Context: an optimization exercise on an open-source flow, tuned for small area. The choices shown serve that exercise and are no tape-out recipe.
The RTL was checked by simulation tests, not by an equivalence proof against the original design.
No activity file was given, so power comes from the tool's default toggle rates. The clock port is modelled as an ideal driver; clocking choices that lean on that would not hold on a real chip.

== red ==
==> flow/design.v (excerpt) <==
module spi_slave_gpio_regmap (
  input  logic       clk,
  input  logic       rst_n,
  input  logic       cs,        
  input  logic       sclk,
  input  logic       mosi,
  output logic       miso,
  input  logic [7:0] gpio_in,
  output logic [7:0] gpio_out
);
clock: 10.0 ns
lec_check: 0
cap_margin: 20
core_margin: 2
core_utilization: 65
gpl_timing_driven: 0
place_density: 0.75
slew_margin: 20
synth_hierarchical: 1
standard.sh (not shown) runs the stock make flow with config.mk's settings and CLKGATE_MAP_FILE= SYNTH_SCRIPT=/design/flow/synth_recipe.tcl, a recipe that flattens the netlist after the stock synthesis.
==> flow/flow/run.sh <==
#!/bin/bash
# Standard layout, with clock tree synthesis told not to add dummy loads and
# the port buffers made with the smallest buffer.
set -euo pipefail
export CTS_ARGS="-sink_clustering_enable -repair_clock_nets -buf_list sky130_fd_sc_hd__clkbuf_8 -sink_clustering_size 20 -sink_clustering_max_diameter 60 -dont_use_dummy_load"
export BUFFER_PORTS_ARGS="-buffer_cell sky130_fd_sc_hd__buf_1"
bash standard.sh > standard_flow.log 2>&1
red: flow completed, timing, DRC and antenna clean
Input-level comparison between blue and red:
Settings: PLACE_DENSITY changed from 0.75 to 0.85; CORE_UTILIZATION changed from 65 to 75; GPL_TIMING_DRIVEN removed (was 0).
Findings:
Relative to red, the met2 routed wirelength of blue is higher by about 22%.
Against red as the reference, blue delivers a higher met1 usage.
Of red and blue, the run reporting the higher insertion delay to the later sink of the worst-skew pair was blue.
Between blue and red, it is blue whose final non-filler cell total is lower, by about 3.3%.
--- input diff blue..green ---
Settings: a change of PLACE_DENSITY from 0.85 to 0.75; a change of CORE_UTILIZATION from 75 to 65.
Findings:
green against blue: clock latency at the later pin of the worst-skew pair down 30 ps; register-to-register slack up 450 ps; worst clock skew down 11 ps; power share of the sequential group up 0.2 points.
Going from blue to green, net switching power fell about 2%, cell count has increased, count of antenna diodes in the layout went up by 1, via count of the routed design down 1332.

---

== v26 ==
spi_slave_gpio_regmap again, from the RTL that the note above started with.
==> flow/config.mk <==
export PLATFORM = sky130hd
export DESIGN_NAME = spi_slave_gpio_regmap
export DESIGN_NICKNAME = spi_slave_gpio_regmap
export VERILOG_FILES = /design/flow/design.v
export SDC_FILE = /design/flow/constraint.sdc
export NUM_CORES = 4
export LEC_CHECK = 0
export CAP_MARGIN = 20
export CORE_MARGIN = 2
export CORE_UTILIZATION = 65
export PLACE_DENSITY = 0.75
export SLEW_MARGIN = 20
export SYNTH_HIERARCHICAL = 1
==> flow/constraint.sdc <==
create_clock -name core_clock -period 10.0 [get_ports {clk}]
set_input_delay 2.0000 -clock core_clock [delete_from_list [all_inputs] [get_ports {clk}]]
set_output_delay 2.0000 -clock core_clock [all_outputs]
set_load 0.01 [all_outputs]
==> flow/flow/run.sh <==
#!/bin/bash
# Standard layout, with clock tree synthesis told not to add dummy loads and
# the port buffers made with the smallest buffer.
set -euo pipefail
export CTS_ARGS="-sink_clustering_enable -repair_clock_nets -buf_list sky130_fd_sc_hd__clkbuf_8 -sink_clustering_buffer sky130_fd_sc_hd__clkbuf_16 -sink_clustering_size 30 -sink_clustering_max_diameter 60 -dont_use_dummy_load"
export BUFFER_PORTS_ARGS="-buffer_cell sky130_fd_sc_hd__buf_1"
bash standard.sh > standard_flow.log 2>&1
v26 reached the final stage; the timing, DRC and antenna checks on its layout passed.
Inputs modified between v26 and v39:
==> flow/flow/run.sh <==
#!/bin/bash
# Standard layout, with clock tree synthesis told not to add dummy loads and
# the port buffers made with the smallest buffer.
set -euo pipefail
export CTS_ARGS="-sink_clustering_enable -repair_clock_nets -buf_list sky130_fd_sc_hd__clkbuf_8 -sink_clustering_buffer sky130_fd_sc_hd__clkbuf_4 -sink_clustering_size 11 -sink_clustering_max_diameter 45 -dont_use_dummy_load"
export BUFFER_PORTS_ARGS="-buffer_cell sky130_fd_sc_hd__buf_1"
bash standard.sh > standard_flow.log 2>&1
## What came out
v39 finished all stages; the layout is clean. Between v26 and v39, the difference in global-route usage is negligible. Diff v26 -> v39: wire length of the first global-routing pass went down 570 um; sequential group share of total power up 2.3 points; clock latency on the worst-skew pair grew by 0.02 ns. Relative to v26, violation count after the first detailed-route iteration has gone down in v39. Between v26 and v39, utilization is lower for v39, v26 comes in above that. Summary: with v26 as the reference, post-route met1 wirelength in v39 moved down by a few percent. v39 vs. v26: sequential share of layout area climbed 0.62 points, final worst slack climbed 0.15 ns, number of tapcells barely changed.
Relative to v39, the following input files were edited for v3:
==> flow/flow/run.sh <==
#!/bin/bash
# Standard layout, with clock tree synthesis told not to add dummy loads and
# the port buffers made with the smallest buffer.
set -euo pipefail
export CTS_ARGS="-sink_clustering_enable -repair_clock_nets -buf_list sky130_fd_sc_hd__clkbuf_4 -sink_clustering_size 10 -sink_clustering_max_diameter 40 -dont_use_dummy_load"
export BUFFER_PORTS_ARGS="-buffer_cell sky130_fd_sc_hd__buf_1"
bash standard.sh > standard_flow.log 2>&1
Results
Re post-detailed-route wirelength per cell: v3 and v39 aren't equal, and the higher value belongs to v39. Going from v39 to v3, shortest period the worst path allows went up 0.018 ns, worst setup slack -0.018 ns. Summary — clock tree buffer count of the final layout, v3 relative to v39: higher, by 22. v3 vs v39: hold slack down in v3. Compared with v39, in v3 wire length -420 um, clock tree buffer depth ~0 delta, global-route usage ~0 delta.
Changes in v31 relative to v3:
==> flow/flow/run.sh <==
#!/bin/bash
# Standard layout, with clock tree synthesis told not to add dummy loads and
# the port buffers made with the smallest buffer.
set -euo pipefail
export CTS_ARGS="-sink_clustering_enable -repair_clock_nets -buf_list sky130_fd_sc_hd__clkbuf_4 -sink_clustering_buffer sky130_fd_sc_hd__clkbuf_16 -sink_clustering_size 36 -sink_clustering_max_diameter 70 -dont_use_dummy_load"
export BUFFER_PORTS_ARGS="-buffer_cell sky130_fd_sc_hd__buf_1"
bash standard.sh > standard_flow.log 2>&1
Findings:
Vias: v31 below v3
~same power density over cell area in v31 and v3
The run with more routed wire is v31, not v3.
v31 vs. v3: first-pass GRT wire length went down by 430 um.

-- separate check: timing with driven ports --
The results above use ideal ports. As a check the final layouts listed here were re-extracted and re-timed, cells and wires unchanged. Step 1 assumes that a clkbuf_16 drives the clock port and a buf_2 every other input. Step 2 adds t to the input delays and takes it off the output delays; t is the mean of the earliest and latest rising clock arrival at the registers after step 1. Input paths then give back, and output paths get back, about the clock's delay inside the block. Three values: no drivers, after step 1, after step 2; two values: the first two.
run	t (ns)	slack for setup (ns)	worst hold slack (ns)	worst data-port slew with drivers (ns)
red	0.764	2.875 / 2.875 / 2.875	0.251 / 0.251 / 0.251	0.04
blue	0.789	3.058 / 3.058 / 3.058	0.289 / 0.289 / 0.289	0.06
green	0.784	3.513 / 3.513 / 3.513	0.264 / 0.264 / 0.264	0.03
v26	0.799	3.435 / 3.435 / 3.435	0.261 / 0.261 / 0.261	0.03
v39	0.840	3.584 / 3.584 / 3.584	0.270 / 0.270 / 0.270	0.03
v3	1.075	3.566 / 3.566 / 3.566	0.239 / 0.239 / 0.239	0.03
v31	1.029	3.415 / 3.415 / 3.415	0.238 / 0.238 / 0.238	0.03
After both steps setup and hold are still met in every run listed.
